This is an optimization exercise on Yosys and OpenROAD, whose aim is small area, not a production implementation. At most, simulation tests tie the RTL to the original design; equivalence was not proved. No activity file was given, so power comes from the tool's default toggle rates.

alpha:
// krv_core
module krv_core (
	input  wire clk,
	input  wire rstn,
	output wire wfi,
	input  wire kplic_int,
	input  wire [63:0] mtime,
	input  wire core_timer_int,
	output wire instr_itcm_access,
	output wire [31:0] instr_itcm_addr,
	input  wire [31:0] instr_itcm_read_data,
	input  wire instr_itcm_read_data_valid,
	output wire data_dtcm_access,
	input  wire data_dtcm_ready,
	output wire data_dtcm_rd0_wr1,
	output wire [3:0] data_dtcm_byte_strobe,
	output wire [31:0] data_dtcm_write_data,
	output wire [31:0] data_dtcm_addr,
	input  wire [31:0] data_dtcm_read_data,
	input  wire data_dtcm_read_data_valid,
	output wire IAXI_access,
	output wire [31:0] IAXI_addr,
	input  wire [31:0] IAXI_read_data,
	input  wire IAXI_read_data_valid,
	output wire DAXI_access,
	output wire DAXI_rd0_wr1,
	output wire [3:0] DAXI_byte_strobe,
	output wire [31:0] DAXI_write_data,
	output wire [31:0] DAXI_addr,
	input  wire DAXI_trans_buffer_full,
	input  wire [31:0] DAXI_read_data,
	input  wire DAXI_read_data_valid
);
Size in the first run: about 21,000 cells after synthesis, roughly 4,000 flip-flops, about 410 I/O pins, ~230,000 um2 of cells after synthesis.
==> flow/config.mk <==
export PLATFORM = sky130hd
export DESIGN_NAME = krv_core
export DESIGN_NICKNAME = krv_core
export VERILOG_FILES = /design/flow/design.v
export SDC_FILE = /design/flow/constraint.sdc
export NUM_CORES = 8
export LEC_CHECK = 0
export CAP_MARGIN = 0
export CORE_MARGIN = 2
export CORE_UTILIZATION = 70
export CTS_BUF_LIST = sky130_fd_sc_hd__clkbuf_8
export CTS_CLUSTER_DIAMETER = 150
export CTS_CLUSTER_SIZE = 40
export GPL_TIMING_DRIVEN = 0
export PLACE_DENSITY = 0.78
export SLEW_MARGIN = 0
==> flow/constraint.sdc <==
create_clock -name core_clock -period 100.0 [get_ports {clk}]
set_input_delay 20.0000 -clock core_clock [delete_from_list [all_inputs] [get_ports {clk}]]
set_output_delay 20.0000 -clock core_clock [all_outputs]
set_load 0.01 [all_outputs]
run.sh (not shown) runs the stock make flow with config.mk's settings and CLKGATE_MAP_FILE= SYNTH_SCRIPT=/design/flow/synth_recipe.tcl, a recipe that flattens the netlist after the stock synthesis.
Tool error GRT-0116 stopped alpha during global routing; no final results.
Here is what was changed in the inputs of epsilon compared with alpha.
# alpha
export LEC_CHECK = 0
export CAP_MARGIN = 0
export CORE_MARGIN = 2
export CORE_UTILIZATION = 70
export CTS_BUF_LIST = sky130_fd_sc_hd__clkbuf_8
export CTS_CLUSTER_DIAMETER = 150
export CTS_CLUSTER_SIZE = 40
export GPL_TIMING_DRIVEN = 0
export PLACE_DENSITY = 0.78
export SLEW_MARGIN = 0
create_clock -name core_clock -period 100.0 [get_ports {clk}]
# epsilon
export LEC_CHECK = 0
export CAP_MARGIN = 10
export CORE_MARGIN = 2
export CORE_UTILIZATION = 55
export CTS_BUF_LIST = sky130_fd_sc_hd__clkbuf_4 sky130_fd_sc_hd__clkbuf_8
export CTS_CLUSTER_DIAMETER = 100
export CTS_CLUSTER_SIZE = 30
export GPL_TIMING_DRIVEN = 0
export PLACE_DENSITY = 0.65
export SLEW_MARGIN = 10
create_clock -name core_clock -period 100.0 [get_ports {clk}]
--- outcome ---
- Run status, epsilon: aborted in global routing, error GRT-0116
- Between alpha and epsilon, the flow reports chip width increasing by more than 10%.
- Number of H-tree levels (lower): alpha
- Summary of epsilon over alpha: estimated wirelength of the detail-placed design increased 7.0%, die boundary height increased about 13%.
Function was not checked in any run of this note: the RTL went through the layout flow alone.

krv_core, a different RTL version from the one above (not shown whole).
For scale: ~18000 cells after synthesis, roughly 3900 flip-flops, ~410 I/O pins, about 0.21 mm2 of cells after synthesis.
// krv_core
module krv_core (
	input  wire clk,
	input  wire rstn,
	output wire wfi,
	input  wire kplic_int,
	input  wire [63:0] mtime,
	input  wire core_timer_int,
	output wire instr_itcm_access,
	output wire [31:0] instr_itcm_addr,
	input  wire [31:0] instr_itcm_read_data,
	input  wire instr_itcm_read_data_valid,
	output wire data_dtcm_access,
	input  wire data_dtcm_ready,
	output wire data_dtcm_rd0_wr1,
	output wire [3:0] data_dtcm_byte_strobe,
	output wire [31:0] data_dtcm_write_data,
	output wire [31:0] data_dtcm_addr,
	input  wire [31:0] data_dtcm_read_data,
	input  wire data_dtcm_read_data_valid,
	output wire IAXI_access,
	output wire [31:0] IAXI_addr,
	input  wire [31:0] IAXI_read_data,
	input  wire IAXI_read_data_valid,
	output wire DAXI_access,
	output wire DAXI_rd0_wr1,
	output wire [3:0] DAXI_byte_strobe,
	output wire [31:0] DAXI_write_data,
	output wire [31:0] DAXI_addr,
	input  wire DAXI_trans_buffer_full,
	input  wire [31:0] DAXI_read_data,
	input  wire DAXI_read_data_valid
);
Settings: LEC_CHECK=0, CAP_MARGIN=30, CORE_MARGIN=2, CORE_UTILIZATION=42, CTS_BUF_LIST=sky130_fd_sc_hd__clkbuf_8, CTS_CLUSTER_DIAMETER=50, CTS_CLUSTER_SIZE=15, PLACE_DENSITY=0.54, SLEW_MARGIN=30; clock period 100.0 ns.
standard.sh (not shown) runs the stock make flow with config.mk's settings and CLKGATE_MAP_FILE= SYNTH_SCRIPT=/design/flow/synth_recipe.tcl, a recipe that flattens the netlist after the stock synthesis.
==> flow/flow/run.sh <==
#!/bin/bash
# Own flow: the standard ORFS flow (the standard.sh make call) with these
# changes:
#  - synthesis maps the logic with an area-oriented ABC script
#    (flow/abc_area.script; the clock period is far above the logic depth).
#    Registers are mapped as in the standard synthesis (dfflibmap runs before
#    ABC, and ABC does not touch flip-flops). This is checked: the standard
#    synthesis is also run (in orfs_std/), and if the register names and cell
#    types differ, the standard synthesis result is used instead.
#  - clock tree synthesis without dummy loads (-dont_use_dummy_load).
#  - buffering after placement without buf_12/buf_16 (see below).
#  - more antenna repair iterations after detailed routing, and one retry of
#    the layout at a lower utilization if antenna violations remain.
# Each tool's output goes to a log file in this folder (and ORFS's own logs).
set -euo pipefail
HERE=$(pwd)
rm -rf "$HERE/scripts"
cp -r "$FLOW_HOME/scripts" "$HERE/scripts"
cp "$HERE/flow/abc_area.script" "$HERE/scripts/abc_speed.script"
sed -i 's/  -repair_clock_nets\]/  -repair_clock_nets -dont_use_dummy_load]/' "$HERE/scripts/cts.tcl"
grep -q dont_use_dummy_load "$HERE/scripts/cts.tcl"
# placement, resizing, global-route repair and CTS repair do not use the two
# largest buffers (buf_12, buf_16): more, smaller buffers fix slew for less area
for f in global_place.tcl resize.tcl global_route.tcl cts.tcl; do
  sed -i 's/^\(\s*\)set_dont_use \$::env(DONT_USE_CELLS)$/\1set_dont_use $::env(DONT_USE_CELLS)\n\1set_dont_use {sky130_fd_sc_hd__buf_16 sky130_fd_sc_hd__buf_12}/' "$HERE/scripts/$f"
  grep -q "set_dont_use {sky130_fd_sc_hd__buf_16 sky130_fd_sc_hd__buf_12}" "$HERE/scripts/$f"
done
sed 's#^make -C#SCRIPTS_DIR='"$HERE"'/scripts make -C#; s#"${@:-finish}"#MAX_REPAIR_ANTENNAS_ITER_DRT=10 "${@:-finish}"#' standard.sh > standard_own.sh
grep -q "SCRIPTS_DIR=$HERE/scripts make" standard_own.sh
grep -q "MAX_REPAIR_ANTENNAS_ITER_DRT=10" standard_own.sh
WH=$(sed -n 's#.*WORK_HOME=\([^ ]*\) .*#\1#p' standard.sh | head -1)
RES=$WH/results/sky130hd/krv_core/base
REP=$WH/reports/sky130hd/krv_core/base
LOGD=$WH/logs/sky130hd/krv_core/base
# standard synthesis for the register check
sed "s#WORK_HOME=$WH #WORK_HOME=$HERE/orfs_std #" standard.sh > standard_chk.sh
bash standard_chk.sh synth > synth_std.log 2>&1
# own synthesis
bash standard_own.sh synth > synth.log 2>&1
flops() { grep -oE 'sky130_fd_sc_hd__(df|edf|sdf|dl)[a-z0-9_]* +[^ ]+ +\(' "$1" | awk '{print $2, $1}' | sort; }
flops "$HERE/orfs_std/results/sky130hd/krv_core/base/1_2_yosys.v" > flops_std.txt
flops "$RES/1_2_yosys.v" > flops_own.txt
if ! cmp -s flops_std.txt flops_own.txt || [[ ! -s flops_own.txt ]]; then
  echo "register mismatch: using the standard synthesis" > register_mismatch.txt
  rm -f "$RES"/1_* "$LOGD"/1_* 
  bash standard.sh synth > synth_fallback.log 2>&1
fi
bash standard_own.sh > layout.log 2>&1 || true
if [[ ! -f out/final.def ]] || grep -q "Net:" "$REP/drt_antennas.log" 2>/dev/null; then
  echo "retry at lower utilization" > retry.txt
  rm -f out/final.def
  mkdir -p first_try
  cp -r "$REP" first_try/reports 2>/dev/null || true
  cp -r "$LOGD" first_try/logs 2>/dev/null || true
  for s in 2_ 3_ 4_ 5_ 6_; do rm -f "$RES"/$s* "$LOGD"/$s* "$REP"/$s*; done
  sed -i 's#CORE_UTILIZATION=[0-9.]*#CORE_UTILIZATION=39#; s#PLACE_DENSITY=[0-9.]*#PLACE_DENSITY=0.50#' standard_own.sh
  bash standard_own.sh > layout_retry.log 2>&1
fi
test -f out/final.def
Other scripts of this flow, unchanged in this note and not shown: flow/flow/abc_area.script
The baseline went through all stages and came out clean.
==> next run, changes <==
--- a/flow/flow/run.sh
+++ b/flow/flow/run.sh
@@ -55,3 +55,3 @@
   for s in 2_ 3_ 4_ 5_ 6_; do rm -f "$RES"/$s* "$LOGD"/$s* "$REP"/$s*; done
-  sed -i 's#CORE_UTILIZATION=[0-9.]*#CORE_UTILIZATION=39#; s#PLACE_DENSITY=[0-9.]*#PLACE_DENSITY=0.50#' standard_own.sh
+  sed -i 's#CORE_UTILIZATION=[0-9.]*#CORE_UTILIZATION=41#; s#PLACE_DENSITY=[0-9.]*#PLACE_DENSITY=0.52#' standard_own.sh
   bash standard_own.sh > layout_retry.log 2>&1
--- a/flow/config.mk
+++ b/flow/config.mk
@@ -9,3 +9,3 @@
 export CORE_MARGIN = 2
-export CORE_UTILIZATION = 42
+export CORE_UTILIZATION = 45
 export CTS_BUF_LIST = sky130_fd_sc_hd__clkbuf_8
@@ -13,3 +13,3 @@
 export CTS_CLUSTER_SIZE = 15
-export PLACE_DENSITY = 0.54
+export PLACE_DENSITY = 0.57
 export SLEW_MARGIN = 30
The changed run produced a clean layout; non-clock buffer count fell by 13; worst setup slack got worse by 0.22 ns; design area barely changes; die area fell by 6.6%; clock power fell by about 2%; area after synthesis is unchanged; sequential cell count stays the same.
==> next run, changes <==
--- a/flow/flow/run.sh
+++ b/flow/flow/run.sh
@@ -10,3 +10,2 @@
 #  - clock tree synthesis without dummy loads (-dont_use_dummy_load).
-#  - buffering after placement without buf_12/buf_16 (see below).
 #  - more antenna repair iterations after detailed routing, and one retry of
@@ -21,8 +20,2 @@
 grep -q dont_use_dummy_load "$HERE/scripts/cts.tcl"
-# placement, resizing, global-route repair and CTS repair do not use the two
-# largest buffers (buf_12, buf_16): more, smaller buffers fix slew for less area
-for f in global_place.tcl resize.tcl global_route.tcl cts.tcl; do
-  sed -i 's/^\(\s*\)set_dont_use \$::env(DONT_USE_CELLS)$/\1set_dont_use $::env(DONT_USE_CELLS)\n\1set_dont_use {sky130_fd_sc_hd__buf_16 sky130_fd_sc_hd__buf_12}/' "$HERE/scripts/$f"
-  grep -q "set_dont_use {sky130_fd_sc_hd__buf_16 sky130_fd_sc_hd__buf_12}" "$HERE/scripts/$f"
-done
 sed 's#^make -C#SCRIPTS_DIR='"$HERE"'/scripts make -C#; s#"${@:-finish}"#MAX_REPAIR_ANTENNAS_ITER_DRT=10 "${@:-finish}"#' standard.sh > standard_own.sh
@@ -55,3 +48,3 @@
   for s in 2_ 3_ 4_ 5_ 6_; do rm -f "$RES"/$s* "$LOGD"/$s* "$REP"/$s*; done
-  sed -i 's#CORE_UTILIZATION=[0-9.]*#CORE_UTILIZATION=41#; s#PLACE_DENSITY=[0-9.]*#PLACE_DENSITY=0.52#' standard_own.sh
+  sed -i 's#CORE_UTILIZATION=[0-9.]*#CORE_UTILIZATION=44#; s#PLACE_DENSITY=[0-9.]*#PLACE_DENSITY=0.55#' standard_own.sh
   bash standard_own.sh > layout_retry.log 2>&1
--- a/flow/config.mk
+++ b/flow/config.mk
@@ -9,3 +9,3 @@
 export CORE_MARGIN = 2
-export CORE_UTILIZATION = 45
+export CORE_UTILIZATION = 48
 export CTS_BUF_LIST = sky130_fd_sc_hd__clkbuf_8
@@ -13,3 +13,4 @@
 export CTS_CLUSTER_SIZE = 15
-export PLACE_DENSITY = 0.57
+export GPL_TIMING_DRIVEN = 0
+export PLACE_DENSITY = 0.6
 export SLEW_MARGIN = 30
What happened: Clock power stays flat; routed wire length increases by a quarter to a third; non-clock buffer count increases by 1106; via count increases by roughly a tenth; synthesized cell count is unchanged; cell area increases by a few percent; total power increases by a few percent; count of clock-buffer cells in the layout decreases by 5; sequential power stays flat.
==> next run, changes <==
--- a/flow/config.mk
+++ b/flow/config.mk
@@ -7,3 +7,3 @@
 export LEC_CHECK = 0
-export CAP_MARGIN = 30
+export CAP_MARGIN = 20
 export CORE_MARGIN = 2
@@ -15,2 +15,2 @@
 export PLACE_DENSITY = 0.6
-export SLEW_MARGIN = 30
+export SLEW_MARGIN = 20
What happened:
- Now the flow finished but failed the layout checks on capacitance limit, slew limit
- synthesized cell count stays the same
- core utilization came out lower by 0.78 points
- worst hold slack loses 0.044 ns
- worst setup slack gets worse by 1.0 ns
- cell count drops by 0.53%
- area after synthesis is unchanged
- clock skew went down by 0.091 ns
- clock-buffer cell count falls by 7
- register-to-register slack degrades by 1.0 ns
- via count stays flat
- first-iteration DRC count goes down by 1.4%
==> next run, changes <==
--- a/flow/flow/run.sh
+++ b/flow/flow/run.sh
@@ -48,3 +48,3 @@
   for s in 2_ 3_ 4_ 5_ 6_; do rm -f "$RES"/$s* "$LOGD"/$s* "$REP"/$s*; done
-  sed -i 's#CORE_UTILIZATION=[0-9.]*#CORE_UTILIZATION=44#; s#PLACE_DENSITY=[0-9.]*#PLACE_DENSITY=0.55#' standard_own.sh
+  sed -i 's#CORE_UTILIZATION=[0-9.]*#CORE_UTILIZATION=41#; s#PLACE_DENSITY=[0-9.]*#PLACE_DENSITY=0.52#' standard_own.sh
   bash standard_own.sh > layout_retry.log 2>&1
--- a/flow/config.mk
+++ b/flow/config.mk
@@ -7,5 +7,5 @@
 export LEC_CHECK = 0
-export CAP_MARGIN = 20
+export CAP_MARGIN = 30
 export CORE_MARGIN = 2
-export CORE_UTILIZATION = 48
+export CORE_UTILIZATION = 45
 export CTS_BUF_LIST = sky130_fd_sc_hd__clkbuf_8
@@ -13,4 +13,3 @@
 export CTS_CLUSTER_SIZE = 15
-export GPL_TIMING_DRIVEN = 0
-export PLACE_DENSITY = 0.6
-export SLEW_MARGIN = 20
+export PLACE_DENSITY = 0.57
+export SLEW_MARGIN = 30
The changed run ran to the end with no violations.
Count of clock-buffer cells in the layout increases by 21.
Critical path depth decreases by 51.
Synthesized cell count does not change.
Die area decreases by 2.2%.
Design area decreases by 3.1%.
Maximum frequency increases by 5.8%.
==> next run, changes <==
--- a/flow/flow/run.sh
+++ b/flow/flow/run.sh
@@ -48,3 +48,3 @@
   for s in 2_ 3_ 4_ 5_ 6_; do rm -f "$RES"/$s* "$LOGD"/$s* "$REP"/$s*; done
-  sed -i 's#CORE_UTILIZATION=[0-9.]*#CORE_UTILIZATION=41#; s#PLACE_DENSITY=[0-9.]*#PLACE_DENSITY=0.52#' standard_own.sh
+  sed -i 's#CORE_UTILIZATION=[0-9.]*#CORE_UTILIZATION=39#; s#PLACE_DENSITY=[0-9.]*#PLACE_DENSITY=0.50#' standard_own.sh
   bash standard_own.sh > layout_retry.log 2>&1
--- a/flow/config.mk
+++ b/flow/config.mk
@@ -9,3 +9,3 @@
 export CORE_MARGIN = 2
-export CORE_UTILIZATION = 45
+export CORE_UTILIZATION = 42
 export CTS_BUF_LIST = sky130_fd_sc_hd__clkbuf_8
@@ -13,3 +13,3 @@
 export CTS_CLUSTER_SIZE = 15
-export PLACE_DENSITY = 0.57
+export PLACE_DENSITY = 0.54
 export SLEW_MARGIN = 30
Total power stays flat.
Non-clock buffer count is lower by 33.
First-iteration DRC count went down by 3.7%.
Clock power rises by about 0.4%.
Area after synthesis is unchanged.
Worst hold slack gets better by 0.0031 ns.
Core utilization came out lower by 3.3 points.
Final area hardly moves.
Count of clock-buffer cells in the layout grows by 1.

[re-timing with driven ports]
How much do the figures lean on ideal ports? The routed layouts below were timed once more, with nothing changed but the port constraints.
Step 1: set_driving_cell puts a clkbuf_16 on clk and a buf_2 on each other input, an assumption about the parent block.
Step 2, shift: input delay + t, output delay - t, t = (earliest + latest rising clock arrival at the registers) / 2. This alone moves slack from input paths to output paths.
Slacks: ideal / step 1 / step 2; pairs: ideal / step 1.
| run | t, ns | slack for setup (ns) | hold slack, ns | latest minus earliest clock arrival (ns) | worst register clock-pin slew, ns | cell pins on the clock port's net |
|---|---|---|---|---|---|---|
| the first run of note 2 | 1.378 | 62.000 / 61.860 / 63.238 | 0.358 / 0.358 / 0.358 | 0.234 / 0.234 | 0.11 / 0.11 | 1 |
| the second run of note 2 | 1.377 | 61.784 / 61.661 / 63.037 | 0.349 / 0.349 / 0.349 | 0.251 / 0.251 | 0.10 / 0.10 | 1 |
| the third run of note 2 | 1.370 | 60.444 / 60.444 / 60.444 | 0.337 / 0.337 / 0.337 | 0.355 / 0.356 | 0.11 / 0.11 | 1 |
| the fourth run of note 2 | 1.404 | 59.429 / 59.429 / 59.429 | 0.293 / 0.293 / 0.293 | 0.254 / 0.254 | 0.10 / 0.10 | 1 |
| the fifth run of note 2 | 1.361 | 61.639 / 61.513 / 62.874 | 0.357 / 0.357 / 0.357 | 0.286 / 0.286 | 0.10 / 0.10 | 1 |
| the sixth run of note 2 | 1.375 | 61.460 / 61.318 / 62.693 | 0.361 / 0.361 / 0.361 | 0.294 / 0.295 | 0.11 / 0.11 | 1 |
In the third run of note 2 the clock reaches the registers at very different times; t lies between them, and the last value is a rough guide only.
